Background: an optimization exercise with open tools, aiming at small area, a short achievable clock period and few clock cycles. Do not read the settings as production practice. At most, simulation tests tie the RTL to the original design; equivalence was not proved. For run 1, only the layout was checked, not whether the RTL still works.

**flow/run.sh**
```bash
#!/bin/bash
# Standard layout, except that the port buffers are the smallest buffer cell
# and the resizer's setup repair aims for more slack.
set -euo pipefail
export BUFFER_PORTS_ARGS="-buffer_cell sky130_fd_sc_hd__buf_1"
export SETUP_SLACK_MARGIN=9
bash standard.sh > standard_flow.log 2>&1
```
**standard.sh**
```bash
#!/bin/bash
# synth_recipe.tcl (not shown) runs the flow's synth.tcl, then flattens the netlist and writes it again
# the make line also repeats each setting of config.mk as NAME=value (left out here)
make -C /OpenROAD-flow-scripts/flow DESIGN_CONFIG=/design/flow/config.mk WORK_HOME=/design/flow/orfs CLKGATE_MAP_FILE= SYNTH_SCRIPT=/design/flow/synth_recipe.tcl "${@:-finish}"
```
**config.mk**
```make
export PLATFORM = sky130hd
export DESIGN_NAME = muldiv
export DESIGN_NICKNAME = muldiv
export VERILOG_FILES = /design/flow/design.v
export SDC_FILE = /design/flow/constraint.sdc
export NUM_CORES = 4
export LEC_CHECK = 0
export CAP_MARGIN = 20
export CORE_MARGIN = 2
export CORE_UTILIZATION = 45
export SLEW_MARGIN = 20
```
**constraint.sdc**
```tcl
create_clock -name core_clock -period 14.0 [get_ports {clock}]
set_input_delay 2.8000 -clock core_clock [delete_from_list [all_inputs] [get_ports {clock}]]
set_output_delay 2.8000 -clock core_clock [all_outputs]
set_load 0.01 [all_outputs]
```
**design.v**
```verilog
module muldiv (result, valid, clock, reset, start, opera1, opera2, muordi);
output [63:0] result;
output valid;
input [31:0] opera1;
input [63:0] opera2;
input  start, reset, muordi, clock;
reg        valid;
reg        busy;       
reg        negcyc;     
reg        dv;         
reg        dvs;        
reg        pre;        
reg        post;       
reg        sa;         
reg        neg1;       
reg        c1r;        
reg        r1one, r1two;          
reg        r2one, r2two, r2neg;   
reg [3:0]  cnt;
reg [64:0] P;          
reg [32:0] M;          
assign result = P[63:0];
wire dolast = dv ? (cnt == 4'd15) : (cnt == 4'd7);
wire [31:0] Dm = M[31:0];
wire [7:0]  dnz, xnz, dab;
genvar gi;
generate for (gi = 0; gi < 8; gi = gi + 1) begin : g_nib
    assign dnz[gi] = |Dm[4*gi+3:4*gi];
    assign xnz[gi] = |P[4*gi+27:4*gi+24];
    if (gi == 7) begin : g_top
        assign dab[gi] = 1'b0;
    end else begin : g_low
        assign dab[gi] = dab[gi+1] | dnz[gi+1];
    end
end endgenerate
wire skip = dvs & ~P[63] & ~|P[62:56] & ~|(xnz & ~dab) & (cnt <= 4'd11);
wire [29:0] orl [0:5];    
assign orl[0] = {P[28:0], 1'b0};
genvar gk, gj;
generate for (gk = 0; gk < 5; gk = gk + 1) begin : g_orl
    for (gj = 0; gj < 30; gj = gj + 1) begin : g_b
        if (((gj >> gk) & 1) == 1) begin : g_op
            assign orl[gk+1][gj] = orl[gk][gj] | orl[gk][((gj >> gk) << gk) - 1];
        end else begin : g_pass
            assign orl[gk+1][gj] = orl[gk][gj];
        end
    end
end endgenerate
wire [29:0] Pneg = P[29:0] ^ orl[5];
wire [42:0] Mx = {{7{M[32]}}, M, 3'b000};
wire [36:0] Y = (({37{r1one}} & Mx[39:3]) | ({37{r1two}} & Mx[38:2])) ^ {37{neg1}};
wire [36:0] XA = dv ? {5'd0, P[61:30]} : {{4{P[64]}}, P[64:32]};
wire [36:0] YA = {Y[36:1], dv ? ~sa : Y[0]};
wire [36:0] ZA = {((({35{r2one}} & Mx[37:3]) | ({35{r2two}} & Mx[36:2]) |
                    ({35{dvs}} & Mx[39:5])) ^ {35{r2neg}}),
                  r2neg ^ (dvs & M[1]), dv ? (M[0] ^ r2neg) : neg1};
wire        cA = dv ? c1r : r2neg;
wire [36:0] SA = XA ^ YA ^ ZA;
wire [36:0] CA = {(XA[35:0] & YA[35:0]) | (XA[35:0] & ZA[35:0]) | (YA[35:0] & ZA[35:0]), cA};
wire [37:0] TTA = {SA, cA} + {CA, cA};
wire [36:0] TA = TTA[37:1];
wire [33:0] XB = P[63:30];
wire [33:0] YB = {Y[33:1], dvs ? sa : neg1};
wire [33:0] ZB = {34{dvs}} & {M[32], M};
wire        cB = dvs & c1r;
wire [33:0] SB = XB ^ YB ^ ZB;
wire [33:0] CB = {(XB[32:0] & YB[32:0]) | (XB[32:0] & ZB[32:0]) | (YB[32:0] & ZB[32:0]), cB};
wire [34:0] TTB = {SB, cB} + {CB, cB};
wire [33:0] TB = TTB[34:1];
wire [32:0] T1 = {P[62:31], c1r} + {M[31:0] ^ {32{neg1}}, c1r};
wire        t1n = T1[32];
wire [31:0] R2 = t1n ? TB[31:0] : TA[31:0];    
wire        q1 = ~t1n;
wire        q2 = ~R2[31];
function [2:0] booth;
    input x1, x0, xm;
    booth = {x0 ^ xm, (x1 & ~x0 & ~xm) | (~x1 & x0 & xm), x1};
endfunction
wire [2:0] bl1 = booth(opera1[1], opera1[0], 1'b0);
wire [2:0] bl2 = booth(opera1[3], opera1[2], opera1[1]);
wire [2:0] bs1 = booth(P[5], P[4], P[3]);
wire [2:0] bs2 = booth(P[7], P[6], P[5]);
wire fin_neg  = negcyc & ~pre;              
wire fin_step = ~negcyc & ~skip & dolast;   
wire to_neg   = fin_step & dv & post;       
wire finish   = fin_neg | (fin_step & ~to_neg);
always @(posedge clock or posedge reset)
begin
    if (reset) begin
        valid <= 1'b0;
        busy <= 1'b0;
    end else if (start) begin
        valid <= 1'b0;
        busy <= 1'b1;
    end else if (busy & finish) begin
        valid <= 1'b1;
        busy <= 1'b0;
    end
end
always @(posedge clock)
begin
    if (start) begin
        if (muordi)
            P <= {1'b0, opera2};
        else
            P <= {33'd0, opera1};
    end else if (busy) begin
        if (negcyc)
            P <= {1'b0, ~TB[33:0], Pneg};
        else if (skip)
            P <= {1'b0, P[55:0], 8'd0};
        else if (dv)
            P <= {R2[31], R2, P[29:0], q1, q2};
        else
            P <= {TA[36:4], TA[3:0], P[31:4]};
    end
end
always @(posedge clock)
begin
    if (~busy) begin
        dv <= muordi;
        negcyc <= muordi & opera2[63];
        dvs <= muordi & ~opera2[63];
        cnt <= 4'd0;
        pre <= opera2[63];
        post <= opera1[31] ^ opera2[63];
        sa <= opera1[31];
        if (muordi) begin
            neg1 <= opera2[63] ? ~|opera2[29:0] : 1'b1;
            c1r <= ~opera1[31];
            {r1one, r1two} <= {1'b0, ~opera2[63]};
            {r2one, r2two, r2neg} <= 3'b001;
            M <= {1'b0, opera1 ^ {32{opera1[31]}}};
        end else begin
            {r1one, r1two, neg1} <= bl1;
            {r2one, r2two, r2neg} <= bl2;
            M <= {opera2[63], opera2[31:0]};
        end
    end else begin
        if (negcyc) begin
            pre <= 1'b0;
            negcyc <= 1'b0;
            dvs <= 1'b1;
            neg1 <= 1'b1;
            c1r <= ~sa;
            r1two <= 1'b1;
        end else if (skip) begin
            cnt <= cnt + 4'd4;
            neg1 <= 1'b1;
            c1r <= ~sa;
        end else begin
            cnt <= cnt + 4'd1;
            if (dv) begin
                if (to_neg) begin
                    negcyc <= 1'b1;
                    dvs <= 1'b0;
                    r1two <= 1'b0;
                    neg1 <= ~|P[27:0] & ~q1 & ~q2;
                end else begin
                    neg1 <= q2;
                    c1r <= q2 ^ sa;
                end
            end else begin
                {r1one, r1two, neg1} <= bs1;
                {r2one, r2two, r2neg} <= bs2;
            end
        end
    end
end
endmodule
```
==> impl_results.md, run 1 <==
- Met3 Resource Use GR: 0.0629
- Largest registers ranked by flip-flop count: P (65), M (33), cnt (4)
- Number of global-route vias before repair: 15,900
- Final number of max-transition violations: 0
- Average instance area after synthesis: 8.30 um2
- Area of the core: about 37,000 um2
- Count of endpoints failing hold in the final timing report: 0
- Setup crit start kind: flip-flop
- Share of the core filled with cells: 0.502
- Number of buffers added by the clock tree synthesis step: 17
- Post-Synthesis Cell Area: between 15,000 and 20,000 um2
- Routability cong.: about 1
- Fraction of layout cells with a size suffix above 1: 0.0876
- Htree depth: 4
- CTS Root Buffer Type: sky130_fd_sc_hd__clkbuf_16
- Total iterations of the first detailed-routing run: 6
- Data arrival time of the critical path: between 5000 and 6000 ps
- Number of filler instances in the final layout: roughly 3,700
- Total of buffers placed on input and output ports: 164
- Number of cells produced by synthesis: between 2,000 and 2,500
- Antenna cell count: 0
- DRC: 0
- Final cell count without fillers: ~2,600
- Min Tclk post-route: about 5000 ps
- Critical path class: flip-flop to flip-flop
- Wire length of the first global-routing pass: 96,500 um
- Number of enable flip-flop cells after synthesis: ~110
- Hold path depth: 2
- Setup-violating endpoint count in the final report: 0
- # Max-Cap Violations: 0
- DRC violation total after the first TritonRoute iteration: 2,037
- Busiest layer in global routing: met2
- Slowest CP cell: sky130_fd_sc_hd__fa_1
- CTS tree: yes
- Max transition margin: 0.344
- Number of distinct standard cells referenced by the synthesized netlist: slightly below 80
- Result of the run: timing/DRC/antenna clean
- CP max FO: 34
- Largest register by flop count: P
- Routed Wire Length: between 60,000 and 70,000 um
- Fmax: roughly 0.20 GHz
- Hold buffer count at cts: 0
- Final clock skew: around 14 ps
- Maximum number of pins on one net before global-route repair: between 70 and 80
- Worst setup EP type: flip-flop
- Number of flip-flops under the largest register name: 65
- CTS clock-pin slew for the worst setup and hold paths: roughly 60 ps
- Hpwl dp: 47,800 um
- Reg2reg path depth: 16
- Clk sink count: 117
- Sequential area share after synthesis: 0.202
- Crit-path leading delay family: compound AO/OA/AOI/OAI gates
- Buf+Inv Stages, Crit Path: 2
- Critical path's most frequent cell: sky130_fd_sc_hd__o21ai_0
- Worst-path cell chain: clkbuf_16 -> a222oi_1 -> xor2_1 -> fa_1 -> inv_1 -> ha_2 -> a21oi_2 -> o21ai_0 -> a2111oi_2 -> a31oi_2 -> a31oi_4 -> o21ai_0 -> xor2_1 -> o21ai_0 -> a221o_1 -> a32o_1
- Die boundary height: 199 um
- Smallest hold slack: roughly 480 ps
- Number of antenna violations at the first check in global routing: 1
- Worst skew pair latency: ~440 ps
- Flip-flop cell with the highest count after synthesis: sky130_fd_sc_hd__edfxtp_1
- Share of synthesized registers carrying an async set or reset: 0.0171
- Post-route antenna net violation count: 0
- Sum of overflow across all layers after global routing: 0
- Initial standard-cell utilization of the core: 0.455
- Number of vias per cell after detailed routing: between 6 and 7
- GRT met2 Usage: 0.517
- Period Utilization, post-route: 0.358
- Drt wl/cell: between 20 and 30 um
- Number of instances in the placed design: ~2,500
- Count of pins on the block boundary: approximately 170
- Transition time at the pin with the least slew margin: a little under 1000 ps
- Die width: between 150 and 200 um
- Required time of the worst setup path: 14,190 ps
- Total number of placement rows: about 70
- Cell type contributing the most total cell area after synthesis: sky130_fd_sc_hd__edfxtp_1
- Via count: 16,700
- Global Route Usage Sum: 0.326
- Flip-flop and latch count after synthesis: 117
- Footprint of the flip-flops and latches: 3450 um2
- Number of cells on the critical path: 16
- Number of nets produced by synthesis: approximately 2,300
- Met1 GRT Util: 0.435
- Area share of the largest cell type after synthesis: 0.192
- Count of nets after finishing: about 2,400
- Hold Crit Class: flip-flop to flip-flop
- Yosys synthesis warning count: 1
- Delay of the slowest critical-path stage: around 570 ps
- Synth-to-layout area growth: 10.5%
- Full die area: between 30,000 and 40,000 um2
- Clock Path Buffers: 2
- Setup repair after global routing missed its margin: true
- Footprint of the multi-input gates: approximately 12,000 um2
- Post-Route Setup TNS: 0 ps
- Top cells by area, synth: sky130_fd_sc_hd__edfxtp_1, sky130_fd_sc_hd__fa_1, sky130_fd_sc_hd__ha_1
[cell families after synthesis]
group	count (synthesis)	share of synthesized area
adders and majority gates	177	0.160
muxes	99	0.0593
and+or+nand+nor	480	0.133
xor gates and xnor gates	227	0.117
AOI/OAI and AO/OA	578	0.231
DFF	117	0.202
buffers and inverters	374	0.0975
[worst register-to-register path: stages, from the launching register on]
cell	delay, ps
sky130_fd_sc_hd__edfxtp_1	420
sky130_fd_sc_hd__clkbuf_16	250
sky130_fd_sc_hd__a222oi_1	460
sky130_fd_sc_hd__xor2_1	150
sky130_fd_sc_hd__fa_1	570
sky130_fd_sc_hd__inv_1	50
sky130_fd_sc_hd__ha_2	340
sky130_fd_sc_hd__a21oi_2	210
sky130_fd_sc_hd__o21ai_0	230
sky130_fd_sc_hd__a2111oi_2	330
sky130_fd_sc_hd__a31oi_2	220
sky130_fd_sc_hd__a31oi_4	310
sky130_fd_sc_hd__o21ai_0	180
sky130_fd_sc_hd__xor2_1	340
sky130_fd_sc_hd__o21ai_0	150
sky130_fd_sc_hd__a221o_1	360
sky130_fd_sc_hd__a32o_1	200
[cell usage after synthesis (all sizes together), types with 8 or more instances]
master    n
inv     163
nor4     23
fa       69
nand2   158
nand3    25
ha      108
nor2    128
or4       8
and2     17
mux2     13
a211oi   53
edfxtp  109
a222oi   31
and3     17
a21o     42
nand2b   10
a221o    12
a221oi   23
a31oi    10
nor3     33
xor2     98
clkbuf  112
a211o     9
nor2b     9
o21ai   100
a22oi    51
a21oi   154
o211ai   13
or3       9
o21a     11
xnor2   129
o21bai   12
buf      98
or2       8
nand4    20
mux2i    86
[stage by stage]
stage	setup WS (ps)	instance area, um2
global route	8930	18800
detailed placement	8270	17400
CTS	9000	18400
finish	8990	18800
global placement	8340	17400
floorplan	9060	17000
[path summary, 6_finish.rpt]
path	end	startpoint	slack, ps
worst min register to register	cnt[1]$_SDFFE_PN0P_	cnt[1]$_SDFFE_PN0P_	480
min in group asynchronous	valid$_DFFE_PP0P_	reset	2190
worst max register to register	c1r$_DFFE_PP_	dvs$_DFFE_PP_	8990
worst min-delay path	cnt[1]$_SDFFE_PN0P_	cnt[1]$_SDFFE_PN0P_	480
worst max-delay path	c1r$_DFFE_PP_	dvs$_DFFE_PP_	8990
max in group asynchronous	busy$_DFFE_PP0P_	reset	11690
[area by class of cell]
| class | instances | share of cell area |
|---|---|---|
| Multi-Input combinational cell | 1561 | 0.648 |
| Sequential cell | 117 | 0.183 |
| Timing Repair Buffer | 237 | 0.0688 |
| Tap cell | 511 | 0.0340 |
| Inverter | 164 | 0.0327 |
| Clock buffer | 21 | 0.0239 |
| Clock inverter | 11 | 0.00930 |
[metal layers]
layer	wire, um	up-vias	share of wire
met1	26200	8044	0.40
met5	0	-	0
met2	29800	1003	0.46
met3	6800	177	0.10
met4	2720	0	0.042
li1	-	7433	-
[layout by cell type, fill, tap and decap left out, types with 32 or more instances in the layout]
master                     Yosys  routed
sky130_fd_sc_hd__ha_1        108     102
sky130_fd_sc_hd__xor2_1       98      96
sky130_fd_sc_hd__nor3_1       33      32
sky130_fd_sc_hd__nand2_1     158     157
sky130_fd_sc_hd__edfxtp_1    109     109
sky130_fd_sc_hd__a21o_1       41      41
sky130_fd_sc_hd__o21ai_0      99      97
sky130_fd_sc_hd__buf_1        27     161
sky130_fd_sc_hd__buf_4        65      61
sky130_fd_sc_hd__inv_1       163     163
sky130_fd_sc_hd__a211oi_1     53      52
sky130_fd_sc_hd__mux2i_1      86      86
sky130_fd_sc_hd__fa_1         69      69
sky130_fd_sc_hd__a21oi_1     152     147
sky130_fd_sc_hd__nor2_1      128     128
sky130_fd_sc_hd__a22oi_1      51      46
sky130_fd_sc_hd__xnor2_1     129     127
[what timing repair did]
item | in CTS | in global routing
gates cloned | 0 | 2
resized for setup | 24 | 51
endpoints found under the setup margin | 31 | 17
buffers inserted | 25 | 24
pin swaps | 6 | 14
==> run 2, diff against run 1 <==
--- a/design.v
+++ b/design.v
@@ -102,20 +102,2 @@
     if (start) begin
-        if (muordi)
-            P <= {1'b0, opera2};
-        else
-            P <= {33'd0, opera1};
-    end else if (busy) begin
-        if (negcyc)
-            P <= {1'b0, ~TB[33:0], Pneg};
-        else if (skip)
-            P <= {1'b0, P[55:0], 8'd0};
-        else if (dv)
-            P <= {R2[31], R2, P[29:0], q1, q2};
-        else
-            P <= {TA[36:4], TA[3:0], P[31:4]};
-    end
-end
-always @(posedge clock)
-begin
-    if (~busy) begin
         dv <= muordi;
@@ -133,2 +115,3 @@
             M <= {1'b0, opera1 ^ {32{opera1[31]}}};
+            P <= {1'b0, opera2};
         end else begin
@@ -137,5 +120,7 @@
             M <= {opera2[63], opera2[31:0]};
+            P <= {33'd0, opera1};
         end
-    end else begin
+    end else if (busy) begin
         if (negcyc) begin
+            P <= {1'b0, ~TB[33:0], Pneg};
             pre <= 1'b0;
@@ -148,2 +133,3 @@
             cnt <= cnt + 4'd4;
+            P <= {1'b0, P[55:0], 8'd0};
             neg1 <= 1'b1;
@@ -153,2 +139,3 @@
             if (dv) begin
+                P <= {R2[31], R2, P[29:0], q1, q2};
                 if (to_neg) begin
@@ -163,2 +150,3 @@
             end else begin
+                P <= {TA[36:4], TA[3:0], P[31:4]};
                 {r1one, r1two, neg1} <= bs1;
--- a/config.mk
+++ b/config.mk
@@ -9,3 +9,3 @@
 export CORE_MARGIN = 2
-export CORE_UTILIZATION = 45
+export CORE_UTILIZATION = 55
 export SLEW_MARGIN = 20
==> run 2 against run 1 <==
  * Sequential share of layout area increased by 0.58 points
  * Critical path depth decreased by 2
  * Synthesized cell count rose by 1.9%
  * Cell area decreased by 2.6%
  * Still clean on timing, DRC and antenna
==> impl_results.md, run 2 <==
- Result of the run: timing/DRC/antenna clean (unchanged)
- Final clock skew: 11.5 ps (was 13.6 ps)
- Share of cell area taken by muxes after synthesis: 0.0537 (was 0.0593)
- Synth-to-layout area growth: 5.99% (was 10.5%)
- DRC violation total after the first TritonRoute iteration: 2,095 (was 2,037)
- Register-to-register setup slack: 9130 ps (was 8990 ps)
- Area of the core: 30,700 um2 (was 37,500 um2)
- # Max-Cap Violations: 0 (unchanged)
- Post-route antenna net violation count: 0 (unchanged)
- CTS tree: yes (unchanged)
- Top cells by instance count after synthesis: sky130_fd_sc_hd__nand2_1, sky130_fd_sc_hd__inv_1, sky130_fd_sc_hd__a21oi_1 (was sky130_fd_sc_hd__inv_1, sky130_fd_sc_hd__nand2_1, sky130_fd_sc_hd__a21oi_1)
- Area share of the largest cell type after synthesis: 0.193 (was 0.192)
- Period Utilization, post-route: 0.348 (was 0.358)
- Clock Path Buffers: 2 (unchanged)
- Routability cong.: 0.953 (was 0.972)
- Critical path class: flip-flop to flip-flop (unchanged)
- Largest family of logic cells by synthesized area: compound AO/OA/AOI/OAI gates (unchanged)
- Flip-flop cell with the highest count after synthesis: sky130_fd_sc_hd__edfxtp_1 (unchanged)
- Setup crit start: neg1$_DFFE_PN_ (was dvs$_DFFE_PP_)
- Number of cells produced by synthesis: 2,091 (was 2,052)
- Wire length of the first global-routing pass: 96,600 um (was 96,500 um)
- Setup crit start kind: flip-flop (unchanged)
- Number of global-route vias before repair: 15,700 (was 15,900)
- Fraction of layout cells with a size suffix above 1: 0.0576 (was 0.0876)
- Largest register by flop count: P (unchanged)
- Share of synthesized registers carrying an async set or reset: 0.0171 (unchanged)
- Commonest non-fill, non-tap cell in the layout: sky130_fd_sc_hd__nand2_1 (was sky130_fd_sc_hd__inv_1)
- Most used cells in the layout excluding fill and tap cells: sky130_fd_sc_hd__nand2_1, sky130_fd_sc_hd__buf_1, sky130_fd_sc_hd__inv_1 (was sky130_fd_sc_hd__inv_1, sky130_fd_sc_hd__buf_1, sky130_fd_sc_hd__nand2_1)
- Hold Crit Class: flip-flop to flip-flop (unchanged)
- Die boundary height: 181 um (was 199 um)
- Critical path destination: P[39]$_DFFE_PN_ (was c1r$_DFFE_PP_)
- Hpwl dp: 49,000 um (was 47,800 um)
- Average instance area after synthesis: 8.27 um2 (was 8.30 um2)
- Number of enable flip-flop cells after synthesis: 111 (was 109)
- RR Endpoint: P[39]$_DFFE_PN_ (was c1r$_DFFE_PP_)
- Fraction of the mapped netlist area in compound gates: 0.233 (was 0.231)
- Flip-flop and latch count after synthesis: 117 (unchanged)
- Total of buffers placed on input and output ports: 164 (unchanged)
- Full die area: 32,900 um2 (was 39,400 um2)
- Number of vias per cell after detailed routing: 6.66 (was 6.35)
- CTS clock-pin slew for the worst setup and hold paths: 60 ps (about the same)
- Fmax: 0.206 GHz (was 0.200 GHz)
- Count of nets after finishing: 2,365 (was 2,375)
- Htree depth: 4 (unchanged)
- Hold buffer count at cts: 0 (unchanged)
- Clk sink count: 117 (unchanged)
- Number of antenna violations at the first check in global routing: 1 (unchanged)
- Worst Setup Slack post-DPL: 8160 ps (was 8270 ps)
- Number of buffers added by the clock tree synthesis step: 17 (unchanged)
- Data arrival time of the critical path: 5130 ps (was 5190 ps)
- Via count: 16,600 (was 16,700)
- Adder-cell share of the synthesized area: 0.158 (was 0.160)
- Number of flip-flops under the largest register name: 65 (unchanged)
- Worst skew pair latency: 430 ps (was 440 ps)
- Beginning of the worst register-to-register path: neg1$_DFFE_PN_ (was dvs$_DFFE_PP_)
- Count of endpoints failing hold in the final timing report: 0 (unchanged)
- Antenna cell count: 0 (unchanged)
- Final number of max-transition violations: 0 (unchanged)
- Worst setup EP type: flip-flop (unchanged)
- Initial standard-cell utilization of the core: 0.563 (was 0.455)
- Reg2reg path depth: 14 (was 16)
- Sum of overflow across all layers after global routing: 0 (unchanged)
- Sequential area share after synthesis: 0.200 (was 0.202)
- Cell type contributing the most total cell area after synthesis: sky130_fd_sc_hd__edfxtp_1 (unchanged)
- Cell with the most instances after synthesis: sky130_fd_sc_hd__nand2_1 (was sky130_fd_sc_hd__inv_1)
- Required time of the worst setup path: 14,260 ps (was 14,190 ps)
- Global Route Usage Sum: 0.385 (was 0.326)
- Yosys synthesis warning count: 1 (unchanged)
- Number of distinct standard cells referenced by the synthesized netlist: 84 (was 79)
- Post-Synthesis Cell Area: 17,300 um2 (was 17,000 um2)
- Count of pins on the block boundary: 165 (unchanged)
- Total number of placement rows: 64 (was 71)
- Drt wl/cell: 25.8 um (was 25.0 um)
- Number of filler instances in the final layout: 2,947 (was 3,723)
- Number of nets produced by synthesis: 2,368 (was 2,329)
- Total iterations of the first detailed-routing run: 7 (was 6)
- Routed Wire Length: 64,300 um (was 65,600 um)
- Top cells by area, synth: sky130_fd_sc_hd__edfxtp_1, sky130_fd_sc_hd__fa_1, sky130_fd_sc_hd__ha_1 (unchanged)
- Die width: 181 um (was 199 um)
- Largest registers ranked by flip-flop count: P (65), M (33), cnt (4) (unchanged)
- Max transition margin: 0.201 (was 0.344)
- Maximum number of pins on one net before global-route repair: 74 (was 78)
- Setup repair after global routing missed its margin: true (unchanged)
- Post-Route Setup TNS: 0 ps (unchanged)
- Min Tclk post-route: 4870 ps (was 5010 ps)
- CTS Root Buffer Type: sky130_fd_sc_hd__clkbuf_16 (unchanged)
- Min setup slack post-route: 9130 ps (was 8990 ps)
- Setup-violating endpoint count in the final report: 0 (unchanged)
- Transition time at the pin with the least slew margin: 1200 ps (was 976 ps)
- DRC: 0 (unchanged)
- Post-synthesis share of cell area spent on and, or, nand and nor gates: 0.138 (was 0.133)
- CP max FO: 27 (was 34)
- Xor/xnor cell area share of the yosys netlist: 0.117 (about the same)
==> run 2: per-layer routing <==
layer | routed length, um | global-route usage
met1 | 25900 | 0.505
met4 | 2900 | 0.157
met3 | 6410 | 0.0835
met5 | 13 | 0
met2 | 29100 | 0.616
==> run 2: kinds of logic (layout without fill, tap and decap cells) <==
group | Yosys count | in the layout
adders and majority gates | 177 | 177
xor gates and xnor gates | 232 | 232
muxes | 92 | 92
buffers and inverters | 381 | 391
DFF | 117 | 117
and+or+nand+nor | 509 | 509
AOI/OAI and AO/OA | 583 | 583
==> run 2: worst min path at each step <==
stage | start | to | slack, ps | cells after the start
finish | cnt[1]$_SDFFE_PP0P_ | cnt[1]$_SDFFE_PP0P_ | 500 | 2
global route | cnt[1]$_SDFFE_PP0P_ | cnt[1]$_SDFFE_PP0P_ | 540 | 2
CTS | cnt[1]$_SDFFE_PP0P_ | cnt[1]$_SDFFE_PP0P_ | 500 | 2
detailed placement | cnt[1]$_SDFFE_PP0P_ | cnt[1]$_SDFFE_PP0P_ | 490 | 2
global placement | cnt[1]$_SDFFE_PP0P_ | cnt[1]$_SDFFE_PP0P_ | 480 | 2
floorplan | cnt[1]$_SDFFE_PP0P_ | cnt[1]$_SDFFE_PP0P_ | 470 | 2
==> run 2: metrics by stage <==
step                      utilization  instances  hold WS [ps]  cell area, um2
after floorplan                     -       2091           470           17300
after global placement          0.569       2457           481           17500
after detailed placement        0.569       2458           491           17500
after CTS                       0.591       2493           499           18200
after global routing            0.596       2497           540           18300
final                           0.596       2497           498           18300
==> run 2: area by class of cell <==
cell class              instances  area (um2)  area share
clock buffers                  17         425      0.0232
flip-flops and latches        117        3460       0.189
well taps                     396         495      0.0270
multi-input cells            1593       12200       0.668
inverters                     163         617      0.0336
clock inverters                15         151     0.00826
repair buffers                196         935      0.0510
==> run 2: repair_timing <==
item | in CTS | in global routing
setup endpoints to repair | 38 | 21
pin swaps | 0 | 1
resized for setup | 16 | 22
gates cloned | 0 | 1
buffers inserted | 3 | 3
==> run 2: worst max-delay path: stages (launching register included) <==
cell and delay (ps):
sky130_fd_sc_hd__edfxtp_1 340, sky130_fd_sc_hd__buf_6 360, sky130_fd_sc_hd__buf_16 260, sky130_fd_sc_hd__xor2_1 200, sky130_fd_sc_hd__ha_1 280, sky130_fd_sc_hd__a21oi_1 140, sky130_fd_sc_hd__o21ai_0 170, sky130_fd_sc_hd__a221o_1 480
sky130_fd_sc_hd__a211oi_1 650, sky130_fd_sc_hd__and3_1 310, sky130_fd_sc_hd__or2_1 500, sky130_fd_sc_hd__buf_4 390, sky130_fd_sc_hd__nand2_1 80, sky130_fd_sc_hd__a311o_1 360, sky130_fd_sc_hd__a22oi_1 180
Testbench counts of run 2, summed over its fixed seeds: cycles 28,348.
==> run 3, diff against run 2 <==
--- a/config.mk
+++ b/config.mk
@@ -9,3 +9,3 @@
 export CORE_MARGIN = 2
-export CORE_UTILIZATION = 55
+export CORE_UTILIZATION = 45
 export SLEW_MARGIN = 20
==> run 3 against run 2 <==
  * Largest cell class unchanged
  * Sequential share of layout area decreased by 0.20 points
  * Cell area up 1.0%
  * Flip-flop and latch count unchanged
  * Utilization decreased by 11 points
  * Synthesized area stayed put
  * Count of clock-buffer cells in the layout grew 1
  * Setup slack worse by 32 ps
  * First-iteration DRC count shrank 1.2%
  * Critical path depth fell by 7
  * Via count grew 0.94%
  * Final cell count increased by 5.0%
==> impl_results.md, run 3 <==
- Result of the run: timing/DRC/antenna clean (unchanged)
- Setup repair after global routing missed its margin: false (was true)
- Total number of placement rows: 71 (was 64)
- Hold Crit Class: flip-flop to flip-flop (unchanged)
- Fmax: 0.204 GHz (was 0.206 GHz)
- Worst Setup Slack post-DPL: 8060 ps (was 8160 ps)
- Flip-flop and latch count after synthesis: 117 (unchanged)
- Delay of the slowest critical-path stage: 860 ps (was 650 ps)
- Count of pins on the block boundary: 165 (unchanged)
- Register-to-register setup slack: 9190 ps (was 9130 ps)
- Count of nets after finishing: 2,374 (was 2,365)
- Number of buffers added by the clock tree synthesis step: 17 (unchanged)
- Share of synthesized registers carrying an async set or reset: 0.0171 (unchanged)
- Htree depth: 4 (unchanged)
- DRC: 0 (unchanged)
- Number of distinct standard cells referenced by the synthesized netlist: 84 (unchanged)
- Full die area: 40,000 um2 (was 32,900 um2)
- Number of enable flip-flop cells after synthesis: 111 (unchanged)
- Share of the core filled with cells: 0.491 (was 0.596)
- Most used cells in the layout excluding fill and tap cells: sky130_fd_sc_hd__nand2_1, sky130_fd_sc_hd__buf_1, sky130_fd_sc_hd__inv_1 (unchanged)
- Transition time at the pin with the least slew margin: 1020 ps (was 1200 ps)
- Routability cong.: 0.947 (was 0.953)
- Min Tclk post-route: 4900 ps (was 4870 ps)
- # Max-Cap Violations: 0 (unchanged)
- Initial standard-cell utilization of the core: 0.458 (was 0.563)
- CTS tree: yes (unchanged)
- Clock Path Buffers: 2 (unchanged)
- Commonest non-fill, non-tap cell in the layout: sky130_fd_sc_hd__nand2_1 (unchanged)
- Area share of the largest cell type after synthesis: 0.193 (unchanged)
- Min setup slack post-route: 9100 ps (was 9130 ps)
- CTS clock-pin slew for the worst setup and hold paths: 70 ps (was 60 ps)
- Top cells by area, synth: sky130_fd_sc_hd__edfxtp_1, sky130_fd_sc_hd__fa_1, sky130_fd_sc_hd__ha_1 (unchanged)
- Number of flip-flops under the largest register name: 65 (unchanged)
- Synth-to-layout area growth: 7.10% (was 5.99%)
- Setup crit start: start (was neg1$_DFFE_PN_)
- Flip-flop cell with the highest count after synthesis: sky130_fd_sc_hd__edfxtp_1 (unchanged)
- Final number of max-transition violations: 0 (unchanged)
- Number of vias per cell after detailed routing: 6.40 (was 6.66)
- Footprint of the flip-flops and latches: 3460 um2 (unchanged)
- Slowest CP cell: sky130_fd_sc_hd__nor2_2 (was sky130_fd_sc_hd__a211oi_1)
- Number of cells produced by synthesis: 2,091 (unchanged)
- Hold buffer count at cts: 0 (unchanged)
- Count of endpoints failing hold in the final timing report: 0 (unchanged)
- Beginning of the worst register-to-register path: neg1$_DFFE_PN_ (unchanged)
- Number of antenna violations at the first check in global routing: 1 (unchanged)
- Largest registers ranked by flip-flop count: P (65), M (33), cnt (4) (unchanged)
- Footprint of the multi-input gates: 12,200 um2 (about the same)
- Clk sink count: 117 (unchanged)
- Wire length of the first global-routing pass: 99,400 um (was 96,600 um)
- Number of filler instances in the final layout: 3,714 (was 2,947)
- Top cells by instance count after synthesis: sky130_fd_sc_hd__nand2_1, sky130_fd_sc_hd__inv_1, sky130_fd_sc_hd__a21oi_1 (unchanged)
- Fraction of layout cells with a size suffix above 1: 0.0626 (was 0.0576)
- Worst-path cell chain: clkbuf_4 -> clkinv_1 -> buf_4 -> nand2_1 -> nor2_2 -> a221oi_1 -> o211ai_1 (was buf_6 -> buf_16 -> xor2_1 -> ha_1 -> a21oi_1 -> o21ai_0 -> a221o_1 -> a211oi_1 -> and3_1 -> or2_1 -> buf_4 -> nand2_1 -> a311o_1 -> a22oi_1)
- Data arrival time of the critical path: 5200 ps (was 5130 ps)
- Hpwl dp: 49,600 um (was 49,000 um)
- Average instance area after synthesis: 8.27 um2 (unchanged)
- Number of nets produced by synthesis: 2,368 (unchanged)
- DRC violation total after the first TritonRoute iteration: 2,070 (was 2,095)
- Sum of overflow across all layers after global routing: 0 (unchanged)
- Max transition margin: 0.320 (was 0.201)
- Area of the core: 37,800 um2 (was 30,700 um2)
- CP max FO: 23 (was 27)
- Yosys synthesis warning count: 1 (unchanged)
- Required time of the worst setup path: 14,300 ps (was 14,260 ps)
- Cell type contributing the most total cell area after synthesis: sky130_fd_sc_hd__edfxtp_1 (unchanged)
- Via count: 16,800 (was 16,600)
- Die boundary height: 200 um (was 181 um)
- Drt wl/cell: 25.4 um (was 25.8 um)
- Sequential area share after synthesis: 0.200 (unchanged)
- DP Area: 17,700 um2 (was 17,500 um2)
- Period Utilization, post-route: 0.350 (was 0.348)
- Post-Synthesis Cell Area: 17,300 um2 (unchanged)
- Total iterations of the first detailed-routing run: 9 (was 7)
- Total of buffers placed on input and output ports: 164 (unchanged)
- Die width: 200 um (was 181 um)
- Setup-violating endpoint count in the final report: 0 (unchanged)
- Hold Startpoint: cnt[1]$_SDFFE_PP0P_ (unchanged)
- Post-Route Setup TNS: 0 ps (unchanged)
- Post-route antenna net violation count: 0 (unchanged)
- Routed Wire Length: 66,500 um (was 64,300 um)
- Worst skew pair latency: 450 ps (was 430 ps)
- Maximum number of pins on one net before global-route repair: 65 (was 74)
- Final design instance area without fill: 18,500 um2 (was 18,300 um2)
- CTS Root Buffer Type: sky130_fd_sc_hd__clkbuf_16 (unchanged)
- Setup crit start kind: primary input (was flip-flop)
- Critical path class: primary input to flip-flop (was flip-flop to flip-flop)
- Number of global-route vias before repair: 16,100 (was 15,700)
- Cell with the most instances after synthesis: sky130_fd_sc_hd__nand2_1 (unchanged)
- Final clock skew: 16.3 ps (was 11.5 ps)
- Global Route Usage Sum: 0.332 (was 0.385)
- Largest register by flop count: P (unchanged)
- Worst setup EP type: flip-flop (unchanged)
run 3: cell count changes in the layout (fill, tap and decap cells not counted), sizes merged:
cell	before	now
buf	191	201
clkinv	5	6
clkinvlp	4	5
diode	0	1
inv	167	164
run 3: critical path, delay by kind of cell:
kind / cells / cell delay [ps]
buf+inv: 3 / 700
simple gates: 2 / 1190
compound gates: 2 / 470
run 3: repair_timing:
action,in CTS,in global routing
setup endpoints to repair,34,27
gates resized for setup,15,20
cloned,0,1
buffers inserted,5,8
pin swaps,0,4
run 3: layout make-up:
cell class / instances / share of cell area
Clock inverter: 14 / 0.00817
Antenna cell: 1 / 0.000135
Sequential cell: 117 / 0.187
Multi-Input combinational cell: 1593 / 0.660
Inverter: 163 / 0.0332
Clock buffer: 18 / 0.0232
Tap cell: 511 / 0.0345
Timing Repair Buffer: 205 / 0.0540
run 3: per-stage QoR:
step | std cells | hold slack [ps]
floorplan | 2091 | 470
global placement | 2575 | 481
detailed placement | 2575 | 493
CTS | 2612 | 502
global route | 2621 | 555
finish | 2622 | 505
run 3: final timing paths:
check                                            to  depth (start not counted)
worst max-delay path                P[48]$_DFFE_PN_                          7
worst max register to register      P[62]$_DFFE_PN_                         13
worst min register to register  cnt[1]$_SDFFE_PP0P_                          2
max in group asynchronous          busy$_DFFE_PP0P_                          2
min in group asynchronous         valid$_DFFE_PP0P_                          2
worst min-delay path            cnt[1]$_SDFFE_PP0P_                          2
run 3: logic make-up after synthesis:
logic type	Yosys count	synth area share
XOR/XNOR	232	0.117
multiplexers	92	0.0537
AND/OR/NAND/NOR	509	0.138
buffers and inverters	381	0.0993
AO/OA/AOI/OAI	583	0.233
flip-flops	117	0.200
adder cells (fa/ha/maj)	177	0.158
run 3: layer usage:
layer / up-vias / global-route usage / part of all wire / routed length (um)
li1: 7485 / - / - / -
met1: 8172 / 0.451 / 0.41 / 27400
met2: 985 / 0.530 / 0.46 / 30300
met3: 151 / 0.0553 / 0.095 / 6330
met4: 0 / 0.128 / 0.038 / 2500
met5: - / 0 / 0 / 0
==> run 4, diff against run 3 <==
--- a/flow/run.sh
+++ b/flow/run.sh
@@ -5,3 +5,3 @@
 export BUFFER_PORTS_ARGS="-buffer_cell sky130_fd_sc_hd__buf_1"
-export SETUP_SLACK_MARGIN=9
+export SETUP_SLACK_MARGIN=9.5
 bash standard.sh > standard_flow.log 2>&1
==> run 4 against run 3 <==
  * Still clean
  * Count of clock-buffer cells in the layout shrank 1
  * Die area is the same
  * Utilization grew 4.3 points
  * Highest routed layer is now met5
==> impl_results.md, run 4 <==
- Result of the run: timing/DRC/antenna clean (unchanged)
- Commonest non-fill, non-tap cell in the layout: sky130_fd_sc_hd__nand2_1 (unchanged)
- Number of buffers added by the clock tree synthesis step: 17 (unchanged)
- Number of instances in the placed design: 2,574 (was 2,575)
- Min Tclk post-route: 4460 ps (was 4900 ps)
- Most used cells in the layout excluding fill and tap cells: sky130_fd_sc_hd__nand2_1, sky130_fd_sc_hd__buf_1, sky130_fd_sc_hd__inv_1 (unchanged)
- Top cells by area, synth: sky130_fd_sc_hd__edfxtp_1, sky130_fd_sc_hd__fa_1, sky130_fd_sc_hd__ha_1 (unchanged)
- Largest register by flop count: P (unchanged)
- Number of filler instances in the final layout: 3,577 (was 3,714)
- Final cell count without fillers: 2,685 (was 2,622)
- Total number of placement rows: 71 (unchanged)
- Sum of overflow across all layers after global routing: 0 (unchanged)
- Critical path class: flip-flop to flip-flop (was primary input to flip-flop)
- Hold buffer count at cts: 0 (unchanged)
- DP Area: 17,700 um2 (unchanged)
- Worst skew pair latency: 440 ps (was 450 ps)
- Period Utilization, post-route: 0.319 (was 0.350)
- Routed Wire Length: 69,500 um (was 66,500 um)
- CP max FO: 6 (was 23)
- Post-Synthesis Cell Area: 17,300 um2 (unchanged)
- Final design instance area without fill: 20,100 um2 (was 18,500 um2)
- Via count: 17,300 (was 16,800)
- Data arrival time of the critical path: 4650 ps (was 5200 ps)
- Number of flip-flops under the largest register name: 65 (unchanged)
- Number of nets produced by synthesis: 2,368 (unchanged)
- Register-to-register setup slack: 9540 ps (was 9190 ps)
- Hpwl dp: 49,700 um (was 49,600 um)
- Wire length of the first global-routing pass: 101,000 um (was 99,400 um)
- GRT met2 Usage: 0.539 (was 0.530)
- Required time of the worst setup path: 14,190 ps (was 14,300 ps)
- Routability cong.: 0.969 (was 0.947)
- Htree depth: 4 (unchanged)
- Count of pins on the block boundary: 165 (unchanged)
- Number of antenna violations at the first check in global routing: 2 (was 1)
- DRC: 0 (unchanged)
- Sequential area share after synthesis: 0.200 (unchanged)
- Global Route Usage Sum: 0.336 (was 0.332)
- Setup repair after global routing missed its margin: true (was false)
- Synth-to-layout area growth: 16.4% (was 7.10%)
- Number of distinct standard cells referenced by the synthesized netlist: 84 (unchanged)
- Clock Path Buffers: 2 (unchanged)
- Fmax: 0.224 GHz (was 0.204 GHz)
- # Max-Cap Violations: 0 (unchanged)
- Share of synthesized registers carrying an async set or reset: 0.0171 (unchanged)
- Die width: 200 um (unchanged)
- Total of buffers placed on input and output ports: 164 (unchanged)
- Cell with the most instances after synthesis: sky130_fd_sc_hd__nand2_1 (unchanged)
- Top cells by instance count after synthesis: sky130_fd_sc_hd__nand2_1, sky130_fd_sc_hd__inv_1, sky130_fd_sc_hd__a21oi_1 (unchanged)
- Number of cells produced by synthesis: 2,091 (unchanged)
- Transition time at the pin with the least slew margin: 1260 ps (was 1020 ps)
- Busiest layer in global routing: met2 (unchanged)
- Flip-flop and latch count after synthesis: 117 (unchanged)
- Post-Route Setup TNS: 0 ps (unchanged)
- Average instance area after synthesis: 8.27 um2 (unchanged)
- Die boundary height: 200 um (unchanged)
- Met1 GRT Util: 0.450 (was 0.451)
- Yosys synthesis warning count: 1 (unchanged)
- Number of enable flip-flop cells after synthesis: 111 (unchanged)
- CTS Root Buffer Type: sky130_fd_sc_hd__clkbuf_16 (unchanged)
- Cell type contributing the most total cell area after synthesis: sky130_fd_sc_hd__edfxtp_1 (unchanged)
- Count of nets after finishing: 2,437 (was 2,374)
- Post-route antenna net violation count: 0 (unchanged)
- Initial standard-cell utilization of the core: 0.458 (unchanged)
- Area share of the largest cell type after synthesis: 0.193 (unchanged)
- Clk sink count: 117 (unchanged)
- Maximum number of pins on one net before global-route repair: 82 (was 65)
- Max transition margin: 0.151 (was 0.320)
- Drt wl/cell: 25.9 um (was 25.4 um)
- Largest registers ranked by flip-flop count: P (65), M (33), cnt (4) (unchanged)
- Area of the core: 37,800 um2 (unchanged)
- Worst setup EP type: flip-flop (unchanged)
- Total iterations of the first detailed-routing run: 12 (was 9)
- Met3 Resource Use GR: 0.0528 (was 0.0553)
- DRC violation total after the first TritonRoute iteration: 2,089 (was 2,070)
- Fraction of layout cells with a size suffix above 1: 0.145 (was 0.0626)
- CTS tree: yes (unchanged)
- Final number of max-transition violations: 0 (unchanged)
- Flip-flop cell with the highest count after synthesis: sky130_fd_sc_hd__edfxtp_1 (unchanged)
- Final clock skew: 17.3 ps (was 16.3 ps)
- Full die area: 40,000 um2 (unchanged)
- Setup crit start kind: flip-flop (was primary input)
- Count of endpoints failing hold in the final timing report: 0 (unchanged)
- CTS clock-pin slew for the worst setup and hold paths: 60 ps (was 70 ps)
- Setup-violating endpoint count in the final report: 0 (unchanged)
- Number of vias per cell after detailed routing: 6.43 (was 6.40)
- Hold Crit Class: flip-flop to flip-flop (unchanged)
- Number of global-route vias before repair: 16,400 (was 16,100)
[run 4: cell counts after synthesis]
No cell type changed its count.
[run 4: logic make-up after synthesis]
kind of cell / synth area share
AND/OR/NAND/NOR: 0.138
buffers and inverters: 0.0993
adder cells (fa/ha/maj): 0.158
multiplexers: 0.0537
flip-flops: 0.200
XOR/XNOR: 0.117
AO/OA/AOI/OAI: 0.233
[run 4: worst paths after layout]
path / from / endpoint / cells after the start
setup / recovery: dvs$_DFFE_PP_ / P[60]$_DFFE_PN_ / 19
hold / removal: cnt[1]$_SDFFE_PP0P_ / cnt[1]$_SDFFE_PP0P_ / 2
setup reg to reg: dvs$_DFFE_PP_ / P[60]$_DFFE_PN_ / 19
hold reg to reg: cnt[1]$_SDFFE_PP0P_ / cnt[1]$_SDFFE_PP0P_ / 2
max in group asynchronous: reset / valid$_DFFE_PP0P_ / 2
min in group asynchronous: reset / busy$_DFFE_PP0P_ / 2
[run 4: area by class of cell]
class                   count  area, um2  area share
well taps                 511        639      0.0317
multi-input cells        1593      13100       0.649
diodes                      1       2.50    0.000124
inverters                 163        619      0.0308
clock inverters            15        169     0.00839
flip-flops and latches    117       3460       0.172
repair buffers            268       1760      0.0872
clock buffers              17        425      0.0211
[run 4: per-stage QoR]
stage | utilization | hold slack [ps] | worst slack (ps)
final | 0.533 | 501 | 9540
after global routing | 0.533 | 545 | 9400
after CTS | 0.499 | 499 | 9490
after detailed placement | 0.468 | 491 | 8290
after global placement | 0.468 | 482 | 8360
after floorplan | - | 470 | 9370
[run 4: critical path, stage by stage (launching register included)]
cell,delay (ps)
sky130_fd_sc_hd__edfxtp_1,530
sky130_fd_sc_hd__buf_12,210
sky130_fd_sc_hd__buf_6,150
sky130_fd_sc_hd__and2_1,170
sky130_fd_sc_hd__a221oi_2,230
sky130_fd_sc_hd__xor2_1,140
sky130_fd_sc_hd__fa_1,580
sky130_fd_sc_hd__inv_1,70
sky130_fd_sc_hd__ha_4,310
sky130_fd_sc_hd__nand2_1,100
sky130_fd_sc_hd__o21ai_4,250
sky130_fd_sc_hd__a2111oi_4,80
sky130_fd_sc_hd__buf_4,160
sky130_fd_sc_hd__a211oi_4,230
sky130_fd_sc_hd__buf_6,160
sky130_fd_sc_hd__nor2_4,50
sky130_fd_sc_hd__o311ai_4,280
sky130_fd_sc_hd__xnor2_1,180
sky130_fd_sc_hd__nor2_1,70
sky130_fd_sc_hd__a211o_1,260
[run 4: metal layers]
metal  vias to the layer above  share of wire
met2                      1081           0.45
li1                       7623              -
met5                         -        0.00013
met3                       215           0.11
met1                      8351           0.39
met4                         2          0.049
[run 4: what timing repair did]
item	4_1_cts	5_1_grt
cloned	2	4
buffers inserted	27	45
setup endpoints to repair	107	27
pin swaps	14	69
resized for setup	74	169
endpoints found under the hold margin	0	0

## what the ideal ports hide
Ports are ideal in the flow. The routed layouts listed here were re-timed in OpenROAD.
Step 1: set_driving_cell puts a clkbuf_16 on clock and a buf_2 on each other input, an assumption about the parent block.
Step 2 moves the port delays by t, midway between the first and last clock arrival at a register: inputs arrive t later, outputs are due t later. That takes back most of the time a late clock gives input paths.
Three values: ideal ports, drivers, drivers and shift; two values: the first two.
run | t (ns) | setup WS [ns] | hold WS [ns] | latest minus earliest clock arrival (ns) | worst register clock-pin slew, ns
run 1 | 0.483 | 8.994 / 8.994 / 8.734 | 0.483 / 0.483 / 0.483 | 0.013 / 0.014 | 0.07 / 0.07
run 2 | 0.477 | 9.134 / 9.134 / 8.695 | 0.498 / 0.498 / 0.498 | 0.012 / 0.012 | 0.06 / 0.06
run 3 | 0.497 | 9.101 / 9.131 / 8.634 | 0.505 / 0.505 / 0.505 | 0.017 / 0.016 | 0.07 / 0.07
run 4 | 0.486 | 9.538 / 9.538 / 9.072 | 0.501 / 0.501 / 0.501 | 0.017 / 0.017 | 0.07 / 0.07
After both steps every run listed still meets setup and hold. For run 3, which loses most, drivers alone change the setup slack by +0.030 ns; drivers and shift together by -0.467 ns.
